This design comes from an exercise in tuning for small area and a short achievable clock period on the open sky130 flow, not from production work. Where RTL was checked, it was by simulation tests only, not by an equivalence proof against the original. Power is estimated from default activity; no workload was simulated.

== birch ==
==> flow/design.v <==
module master_apb (
input PCLK,
input PRESETn,
input transfer,
output reg PENABLE
);
reg setup_q;
always @(posedge PCLK or negedge PRESETn)
begin
if(!PRESETn)
begin
setup_q<=1'b0;
PENABLE<=1'b0;
end
else
begin
setup_q<=transfer&~setup_q;
PENABLE<=setup_q;
end
end
endmodule
module RAM_slave #(parameter ADDRESS=8, parameter DATA=8, parameter LOCATION=64)(
input PCLK,PRESETn,
input PENABLE,
input PWRITE,
input [ADDRESS-1:0] waddr,
input [ADDRESS-1:0] raddr,
input [DATA-1:0] pwdata,
output reg [DATA-1:0] rdata
);
reg [DATA-1:0] memory [0:63];
reg [7:0] w_row, w_bank;    
reg [DATA-1:0] wr_data_n;   
wire [7:0] w_row_d, w_bank_d;
onehot8 w_row_dec (.en(PENABLE & PWRITE & (waddr < LOCATION)), .a(waddr[2:0]), .y(w_row_d));
dec8 w_bank_dec (.a(waddr[5:3]), .y(w_bank_d));
always @(posedge PCLK or negedge PRESETn)
begin
if(!PRESETn)
w_row<=8'b0;
else
w_row<=w_row_d;
end
always @(posedge PCLK)
begin
w_bank<=w_bank_d;
wr_data_n<=~pwdata;
end
wire rd = PENABLE & ~PWRITE;
wire [7:0] r_row [0:DATA/2-1];
wire [7:0] r_bank;
onehot8 r_bank_dec (.en(rd & (raddr < LOCATION)), .a(raddr[5:3]), .y(r_bank));
genvar g, b;
generate
for (b=0; b<DATA/2; b=b+1) begin : rdec
dec8 r_row_dec (.a(raddr[2:0]), .y(r_row[b]));
end
for (g=0; g<64; g=g+1) begin : loc
wire [DATA-1:0] d;
ram_row_next #(.DATA(DATA)) nxt (.bank(w_bank[g/8]), .row(w_row[g%8]), .wd_n(wr_data_n), .q(memory[g]), .d(d));
always @(posedge PCLK or negedge PRESETn)
begin
if(!PRESETn)
memory[g]<='b0;
else
memory[g]<=d;
end
end
for (b=0; b<DATA; b=b+1) begin : rbit
wire [7:0] bank_data;
wire rnext;
for (g=0; g<8; g=g+1) begin : bank
sel8 s (.sel(r_row[b/2]), .d({memory[8*g+7][b], memory[8*g+6][b], memory[8*g+5][b], memory[8*g+4][b],
                         memory[8*g+3][b], memory[8*g+2][b], memory[8*g+1][b], memory[8*g][b]}),
        .y(bank_data[g]));
end
sel8_hold s (.sel(r_bank), .d(bank_data), .hold(~rd), .q(rdata[b]), .y(rnext));
always @(posedge PCLK or negedge PRESETn)
begin
if(!PRESETn)
rdata[b]<=1'b0;
else
rdata[b]<=rnext;
end
end
endgenerate
endmodule
module ram_row_next #(parameter DATA=8)(
input bank, row,
input [DATA-1:0] wd_n,
input [DATA-1:0] q,
output [DATA-1:0] d
);
wire nwe = ~(bank & row);
genvar b;
generate
for (b=0; b<DATA; b=b+1) begin : bc
ram_bit_next nxt (.nwe(nwe), .wd_n(wd_n[b]), .q(q[b]), .d(d[b]));
end
endgenerate
endmodule
module ram_bit_next (
input nwe,
input wd_n,
input q,
output d
);
assign d = ~((wd_n | nwe) & ~(q & nwe));
endmodule
module onehot8 (
input en,
input [2:0] a,
output [7:0] y
);
assign y = en ? (8'b1 << a) : 8'b0;
endmodule
module dec8 (
input [2:0] a,
output [7:0] y
);
assign y = 8'b1 << a;
endmodule
module sel8 (
input [7:0] sel,
input [7:0] d,
output y
);
assign y = |(sel & d);
endmodule
module sel8_hold (
input [7:0] sel,
input [7:0] d,
input hold,
input q,
output y
);
assign y = |(sel & d) | (hold & q);
endmodule
module apb_top #(parameter ADDRESS=8, parameter DATA =8, parameter LOCATION=64)(
input PCLK,PRESETn,transfer,READ_WRITE,
input [ADDRESS-1:0] apb_write_paddr,apb_read_paddr,
input [DATA-1:0] apb_write_data,
output [DATA-1:0] apb_read_data_out);
wire PENABLE;
master_apb master(
.PCLK(PCLK),
.PRESETn(PRESETn),
.transfer(transfer),
.PENABLE(PENABLE));
RAM_slave #(.ADDRESS(ADDRESS),.DATA(DATA), .LOCATION(LOCATION)) slave_dut (
.PCLK(PCLK),
.PRESETn(PRESETn),
.PENABLE(PENABLE),
.PWRITE(READ_WRITE),
.waddr(apb_write_paddr),
.raddr(apb_read_paddr),
.pwdata(apb_write_data),
.rdata(apb_read_data_out)
);
endmodule
==> flow/config.mk <==
export PLATFORM = sky130hd
export DESIGN_NAME = apb_top
export DESIGN_NICKNAME = apb_top
export VERILOG_FILES = /design/flow/design.v
export SDC_FILE = /design/flow/constraint.sdc
export NUM_CORES = 4
export LEC_CHECK = 0
export CAP_MARGIN = 20
export CORE_MARGIN = 2
export CORE_UTILIZATION = 40
export PLACE_DENSITY = 0.6
export SETUP_SLACK_MARGIN = 2.8
export SLEW_MARGIN = 75
export SYNTH_HIERARCHICAL = 1
export TNS_END_PERCENT = 10
==> flow/constraint.sdc <==
create_clock -name core_clock -period 5.0 [get_ports {PCLK}]
set_input_delay 1.0000 -clock core_clock [delete_from_list [all_inputs] [get_ports {PCLK}]]
set_output_delay 1.0000 -clock core_clock [all_outputs]
set_load 0.01 [all_outputs]
standard.sh (not shown) runs the stock make flow with config.mk's settings and CLKGATE_MAP_FILE= SYNTH_SCRIPT=/design/flow/synth_recipe.tcl, a recipe that flattens the netlist after the stock synthesis.
==> flow/flow/run.sh <==
#!/bin/bash
# The standard layout (standard.sh, synthesis unchanged) with three changes
# to how the layout is made:
#  - the resizer may pick any size of a cell, not only cells of the same footprint
#  - ports are buffered with buf_2 instead of the delay buffer buffer_ports picks
#  - larger clock-sink clusters and no CTS dummy loads
# Each tool's output stays in orfs/logs/; make's output goes to standard.log.
set -e
bash standard.sh \
  MATCH_CELL_FOOTPRINT=0 \
  "BUFFER_PORTS_ARGS=-buffer_cell sky130_fd_sc_hd__buf_2" \
  "CTS_ARGS=-sink_clustering_enable -repair_clock_nets -sink_clustering_size 25 -sink_clustering_max_diameter 100 -dont_use_dummy_load" \
  finish > standard.log 2>&1
## Diff of input files: pine against birch
diff --git a/flow/design.v b/flow/design.v
--- a/flow/design.v
+++ b/flow/design.v
@@ -26,41 +26,28 @@
 input [ADDRESS-1:0] waddr,
 input [ADDRESS-1:0] raddr,
 input [DATA-1:0] pwdata,
 output reg [DATA-1:0] rdata
 );
 reg [DATA-1:0] memory [0:63];
-reg [7:0] w_row, w_bank;    
-reg [DATA-1:0] wr_data_n;   
-wire [7:0] w_row_d, w_bank_d;
-onehot8 w_row_dec (.en(PENABLE & PWRITE & (waddr < LOCATION)), .a(waddr[2:0]), .y(w_row_d));
-dec8 w_bank_dec (.a(waddr[5:3]), .y(w_bank_d));
-always @(posedge PCLK or negedge PRESETn)
-begin
-if(!PRESETn)
-w_row<=8'b0;
-else
-w_row<=w_row_d;
-end
-always @(posedge PCLK)
-begin
-w_bank<=w_bank_d;
-wr_data_n<=~pwdata;
-end
+wire [DATA-1:0] wd_n = ~pwdata;   
+wire [7:0] w_row, w_bank;
+onehot8 w_row_dec (.en(PENABLE & PWRITE & (waddr < LOCATION)), .a(waddr[2:0]), .y(w_row));
+dec8 w_bank_dec (.a(waddr[5:3]), .y(w_bank));
 wire rd = PENABLE & ~PWRITE;
 wire [7:0] r_row [0:DATA/2-1];
 wire [7:0] r_bank;
 onehot8 r_bank_dec (.en(rd & (raddr < LOCATION)), .a(raddr[5:3]), .y(r_bank));
 genvar g, b;
 generate
 for (b=0; b<DATA/2; b=b+1) begin : rdec
 dec8 r_row_dec (.a(raddr[2:0]), .y(r_row[b]));
 end
 for (g=0; g<64; g=g+1) begin : loc
 wire [DATA-1:0] d;
-ram_row_next #(.DATA(DATA)) nxt (.bank(w_bank[g/8]), .row(w_row[g%8]), .wd_n(wr_data_n), .q(memory[g]), .d(d));
+ram_row_next #(.DATA(DATA)) nxt (.bank(w_bank[g/8]), .row(w_row[g%8]), .wd_n(wd_n), .q(memory[g]), .d(d));
 always @(posedge PCLK or negedge PRESETn)
 begin
 if(!PRESETn)
 memory[g]<='b0;
 else
 memory[g]<=d;
## What came out
- Changes observed in pine relative to birch: via count higher, cell count higher.
- Relative to birch, iteration count of the initial detailed-routing pass has increased by 3 in pine.
- The number of buffers inserted to repair setup after CTS in pine sits 9 above the value recorded for birch.
- Looking at synthesized area, pine sits 2.4% below birch.
- Relative to birch, setup slack decreased by 13 ps in pine.
- Transition at the pin with the smallest max-transition slack (lower): pine
Only the layout flow was run in pine; the RTL was not checked for function there.

---

== xenon ==
Starts from the design.v that is shown in full above.
export LEC_CHECK = 0
export CAP_MARGIN = 20
export CORE_MARGIN = 2
export CORE_UTILIZATION = 40
export PLACE_DENSITY = 0.6
export SETUP_SLACK_MARGIN = 2.8
export SLEW_MARGIN = 20
export SYNTH_HIERARCHICAL = 1
export TNS_END_PERCENT = 10
create_clock -name core_clock -period 5.0 [get_ports {PCLK}]
Scripts as last shown in full above: flow/flow/run.sh
--- input diff xenon..yarrow ---
--- a/flow/design.v
+++ b/flow/design.v
@@ -26,41 +26,28 @@
 input [ADDRESS-1:0] waddr,
 input [ADDRESS-1:0] raddr,
 input [DATA-1:0] pwdata,
 output reg [DATA-1:0] rdata
 );
 reg [DATA-1:0] memory [0:63];
-reg [7:0] w_row, w_bank;    
-reg [DATA-1:0] wr_data_n;   
-wire [7:0] w_row_d, w_bank_d;
-onehot8 w_row_dec (.en(PENABLE & PWRITE & (waddr < LOCATION)), .a(waddr[2:0]), .y(w_row_d));
-dec8 w_bank_dec (.a(waddr[5:3]), .y(w_bank_d));
-always @(posedge PCLK or negedge PRESETn)
-begin
-if(!PRESETn)
-w_row<=8'b0;
-else
-w_row<=w_row_d;
-end
-always @(posedge PCLK)
-begin
-w_bank<=w_bank_d;
-wr_data_n<=~pwdata;
-end
+wire [DATA-1:0] wd_n = ~pwdata;   
+wire [7:0] w_row, w_bank;
+onehot8 w_row_dec (.en(PENABLE & PWRITE & (waddr < LOCATION)), .a(waddr[2:0]), .y(w_row));
+dec8 w_bank_dec (.a(waddr[5:3]), .y(w_bank));
 wire rd = PENABLE & ~PWRITE;
 wire [7:0] r_row [0:DATA/2-1];
 wire [7:0] r_bank;
 onehot8 r_bank_dec (.en(rd & (raddr < LOCATION)), .a(raddr[5:3]), .y(r_bank));
 genvar g, b;
 generate
 for (b=0; b<DATA/2; b=b+1) begin : rdec
 dec8 r_row_dec (.a(raddr[2:0]), .y(r_row[b]));
 end
 for (g=0; g<64; g=g+1) begin : loc
 wire [DATA-1:0] d;
-ram_row_next #(.DATA(DATA)) nxt (.bank(w_bank[g/8]), .row(w_row[g%8]), .wd_n(wr_data_n), .q(memory[g]), .d(d));
+ram_row_next #(.DATA(DATA)) nxt (.bank(w_bank[g/8]), .row(w_row[g%8]), .wd_n(wd_n), .q(memory[g]), .d(d));
 always @(posedge PCLK or negedge PRESETn)
 begin
 if(!PRESETn)
 memory[g]<='b0;
 else
 memory[g]<=d;
--- outcome ---
Fraction of area in clock buffers and inverters: yarrow vs xenon — no meaningful difference. Count of state elements after synthesis in yarrow is 24 below xenon. apb_write_paddr[7] as the startpoint of the worst setup timing path was reported by yarrow, and apb_read_paddr[2] by xenon. Looking at yarrow and xenon, the cell count is a wash. Slack of the worst reg-to-reg path ended up 0.19 ns lower on yarrow than on xenon. When yarrow is set beside xenon, its combinational-cell power consumption turns out to be about 22% larger. The lower number of setup buffers added after CTS came out of xenon. yarrow has less setup slack than xenon. In the tables for yarrow and xenon, final sequential cell count reads lower with yarrow.
Only the layout flow was run in yarrow; the RTL was not checked for function there.

---

## lane 4
// apb_top: RTL as listed in full above, without the edits since
export LEC_CHECK = 0
export CAP_MARGIN = 20
export CORE_MARGIN = 2
export CORE_UTILIZATION = 40
export PLACE_DENSITY = 0.6
export SETUP_SLACK_MARGIN = 2.9
export SLEW_MARGIN = 20
export SYNTH_HIERARCHICAL = 1
export TNS_END_PERCENT = 10
create_clock -name core_clock -period 5.0 [get_ports {PCLK}]
==> flow/flow/run.sh <==
#!/bin/bash
# The standard layout (standard.sh, synthesis unchanged) with three changes
# to how the layout is made:
#  - the resizer may pick any size of a cell, not only cells of the same footprint
#  - ports are buffered with buf_2 instead of the delay buffer buffer_ports picks
#  - larger clock-sink clusters and no CTS dummy loads
# Each tool's output stays in orfs/logs/; make's output goes to standard.log.
set -e
bash standard.sh \
  MATCH_CELL_FOOTPRINT=0 \
  "BUFFER_PORTS_ARGS=-buffer_cell sky130_fd_sc_hd__buf_2" \
  "CTS_ARGS=-sink_clustering_enable -repair_clock_nets -sink_clustering_size 30 -sink_clustering_max_diameter 100 -dont_use_dummy_load" \
  finish > standard.log 2>&1
[inputs] lane 2 vs lane 4
diff --git a/flow/design.v b/flow/design.v
--- a/flow/design.v
+++ b/flow/design.v
@@ -73,9 +73,11 @@
 sel8 s (.sel(r_row[b/2]), .d({memory[8*g+7][b], memory[8*g+6][b], memory[8*g+5][b], memory[8*g+4][b],
                          memory[8*g+3][b], memory[8*g+2][b], memory[8*g+1][b], memory[8*g][b]}),
         .y(bank_data[g]));
 end
-sel8_hold s (.sel(r_bank), .d(bank_data), .hold(~rd), .q(rdata[b]), .y(rnext));
+wire rsel;
+sel8 s (.sel(r_bank), .d(bank_data), .y(rsel));
+or_hold h (.a(rsel), .hold(~rd), .q(rdata[b]), .y(rnext));
 always @(posedge PCLK or negedge PRESETn)
 begin
 if(!PRESETn)
 rdata[b]<=1'b0;
@@ -126,16 +128,15 @@
 output y
 );
 assign y = |(sel & d);
 endmodule
-module sel8_hold (
-input [7:0] sel,
-input [7:0] d,
+module or_hold (
+input a,
 input hold,
 input q,
 output y
 );
-assign y = |(sel & d) | (hold & q);
+assign y = a | (hold & q);
 endmodule
 module apb_top #(parameter ADDRESS=8, parameter DATA =8, parameter LOCATION=64)(
 input PCLK,PRESETn,transfer,READ_WRITE,
 input [ADDRESS-1:0] apb_write_paddr,apb_read_paddr,
Results
- Post-route minimum period is lower on lane 2
- In the reports for lane 2 and lane 4, the smaller count of buffers not belonging to the clock network in the layout belongs to lane 4.
- In the metrics for lane 2 and lane 4, the one carrying the lower share of power burned in the clock network is lane 2.
- Compared with lane 4, in lane 2 routed length on met1 shows no meaningful change, number of clock buffers in the layout moved down, combinational power share increased by 0.6 points relative to the old numbers.
Only the layout flow was run in lane 2; the RTL was not checked for function there.

---

## blue
// apb_top: RTL as listed in full above, without the edits since
==> flow/config.mk <==
export PLATFORM = sky130hd
export DESIGN_NAME = apb_top
export DESIGN_NICKNAME = apb_top
export VERILOG_FILES = /design/flow/design.v
export SDC_FILE = /design/flow/constraint.sdc
export NUM_CORES = 4
export LEC_CHECK = 0
export CAP_MARGIN = 20
export CORE_MARGIN = 2
export CORE_UTILIZATION = 40
export PLACE_DENSITY = 0.6
export SETUP_SLACK_MARGIN = 2.8
export SLEW_MARGIN = 20
export SYNTH_HIERARCHICAL = 1
==> flow/constraint.sdc <==
create_clock -name core_clock -period 5.0 [get_ports {PCLK}]
set_input_delay 1.0000 -clock core_clock [delete_from_list [all_inputs] [get_ports {PCLK}]]
set_output_delay 1.0000 -clock core_clock [all_outputs]
set_load 0.01 [all_outputs]
==> flow/flow/run.sh <==
#!/bin/bash
# The standard layout (standard.sh, synthesis unchanged) with three changes
# to how the layout is made:
#  - the resizer may pick any size of a cell, not only cells of the same footprint
#  - ports are buffered with buf_2 instead of the delay buffer buffer_ports picks
#  - larger clock-sink clusters and no CTS dummy loads
# Each tool's output stays in orfs/logs/; make's output goes to standard.log.
set -e
bash standard.sh \
  MATCH_CELL_FOOTPRINT=0 \
  "BUFFER_PORTS_ARGS=-buffer_cell sky130_fd_sc_hd__buf_2" \
  "CTS_ARGS=-sink_clustering_enable -repair_clock_nets -sink_clustering_size 25 -sink_clustering_max_diameter 100 -dont_use_dummy_load" \
  finish > standard.log 2>&1
The inputs of orange differ from those of blue as listed below.
diff --git a/flow/design.v b/flow/design.v
--- a/flow/design.v
+++ b/flow/design.v
@@ -26,41 +26,45 @@
 input [ADDRESS-1:0] waddr,
 input [ADDRESS-1:0] raddr,
 input [DATA-1:0] pwdata,
 output reg [DATA-1:0] rdata
 );
 reg [DATA-1:0] memory [0:63];
-reg [7:0] w_row, w_bank;    
+reg wr_pend;
+reg [5:0] wr_addr;
 reg [DATA-1:0] wr_data_n;   
-wire [7:0] w_row_d, w_bank_d;
-onehot8 w_row_dec (.en(PENABLE & PWRITE & (waddr < LOCATION)), .a(waddr[2:0]), .y(w_row_d));
-dec8 w_bank_dec (.a(waddr[5:3]), .y(w_bank_d));
 always @(posedge PCLK or negedge PRESETn)
 begin
 if(!PRESETn)
-w_row<=8'b0;
+wr_pend<=1'b0;
 else
-w_row<=w_row_d;
+wr_pend<=PENABLE & PWRITE & (waddr < LOCATION);
 end
 always @(posedge PCLK)
 begin
-w_bank<=w_bank_d;
+wr_addr<=waddr[5:0];
 wr_data_n<=~pwdata;
 end
+wire [7:0] w_row, w_bank;
+onehot8 w_row_dec (.en(wr_pend), .a(wr_addr[2:0]), .y(w_row));
+dec8 w_bank_dec (.a(wr_addr[5:3]), .y(w_bank));
 wire rd = PENABLE & ~PWRITE;
 wire [7:0] r_row [0:DATA/2-1];
 wire [7:0] r_bank;
 onehot8 r_bank_dec (.en(rd & (raddr < LOCATION)), .a(raddr[5:3]), .y(r_bank));
 genvar g, b;
 generate
 for (b=0; b<DATA/2; b=b+1) begin : rdec
 dec8 r_row_dec (.a(raddr[2:0]), .y(r_row[b]));
 end
 for (g=0; g<64; g=g+1) begin : loc
+wire nwe = ~(w_bank[g/8] & w_row[g%8]);
 wire [DATA-1:0] d;
-ram_row_next #(.DATA(DATA)) nxt (.bank(w_bank[g/8]), .row(w_row[g%8]), .wd_n(wr_data_n), .q(memory[g]), .d(d));
+for (b=0; b<DATA; b=b+1) begin : bc
+ram_bit_next nxt (.nwe(nwe), .wd_n(wr_data_n[b]), .q(memory[g][b]), .d(d[b]));
+end
 always @(posedge PCLK or negedge PRESETn)
 begin
 if(!PRESETn)
 memory[g]<='b0;
 else
 memory[g]<=d;
@@ -79,26 +83,12 @@
 begin
 if(!PRESETn)
 rdata[b]<=1'b0;
 else
 rdata[b]<=rnext;
 end
-end
-endgenerate
-endmodule
-module ram_row_next #(parameter DATA=8)(
-input bank, row,
-input [DATA-1:0] wd_n,
-input [DATA-1:0] q,
-output [DATA-1:0] d
-);
-wire nwe = ~(bank & row);
-genvar b;
-generate
-for (b=0; b<DATA; b=b+1) begin : bc
-ram_bit_next nxt (.nwe(nwe), .wd_n(wd_n[b]), .q(q[b]), .d(d[b]));
 end
 endgenerate
 endmodule
 module ram_bit_next (
 input nwe,
 input wd_n,
Results
Compared with blue, internal portion of total power in orange decreased slightly. orange vs blue: via count up. The run showing the greater slack of the critical path is blue. After detailed routing, blue needs less wire than orange. Comparing blue and orange, the higher share of power burned in combinational logic is on orange. Relative to blue, the final cell area reported for orange is higher.
Function not checked in orange: the RTL went through the layout flow alone.

## port drivers added, routing unchanged
Ports are ideal in the flow. The routed layouts listed here were re-timed in OpenROAD. Step 1 sets driving cells, clkbuf_16 on the clock port and buf_2 on the other inputs (assumed; they add their load-dependent delay and slew). Step 2 also shifts input and output timing later by t, the mid clock arrival at the registers, as if the neighbouring blocks saw the same clock. Three values: no drivers, after step 1, after step 2; two values: the first two.
run | t, ns | slack for setup (ns) | hold WS [ns] | clock arrival spread, ns
birch | 0.643 | 2.757 / 2.698 / 2.136 | 0.228 / 0.221 / 0.448 | 0.033 / 0.033
pine | 0.632 | 2.744 / 2.663 / 2.031 | 0.223 / 0.216 / 0.445 | 0.038 / 0.038
xenon | 0.635 | 2.746 / 2.720 / 2.106 | 0.399 / 0.390 / 0.455 | 0.021 / 0.021
yarrow | 0.635 | 2.598 / 2.549 / 1.914 | 0.476 / 0.476 / 0.476 | 0.048 / 0.049
lane 4 | 0.633 | 2.755 / 2.702 / 2.078 | 0.450 / 0.450 / 0.450 | 0.059 / 0.059
lane 2 | 0.633 | 2.774 / 2.697 / 2.064 | 0.451 / 0.445 / 0.454 | 0.033 / 0.033
blue | 0.639 | 2.750 / 2.709 / 2.089 | 0.400 / 0.388 / 0.457 | 0.025 / 0.025
orange | 0.633 | 2.501 / 2.501 / 1.925 | 0.342 / 0.338 / 0.495 | 0.050 / 0.050
After both steps setup and hold are still met in every run listed. For pine, which loses most, drivers alone change the setup slack by -0.081 ns; drivers and shift together by -0.713 ns.
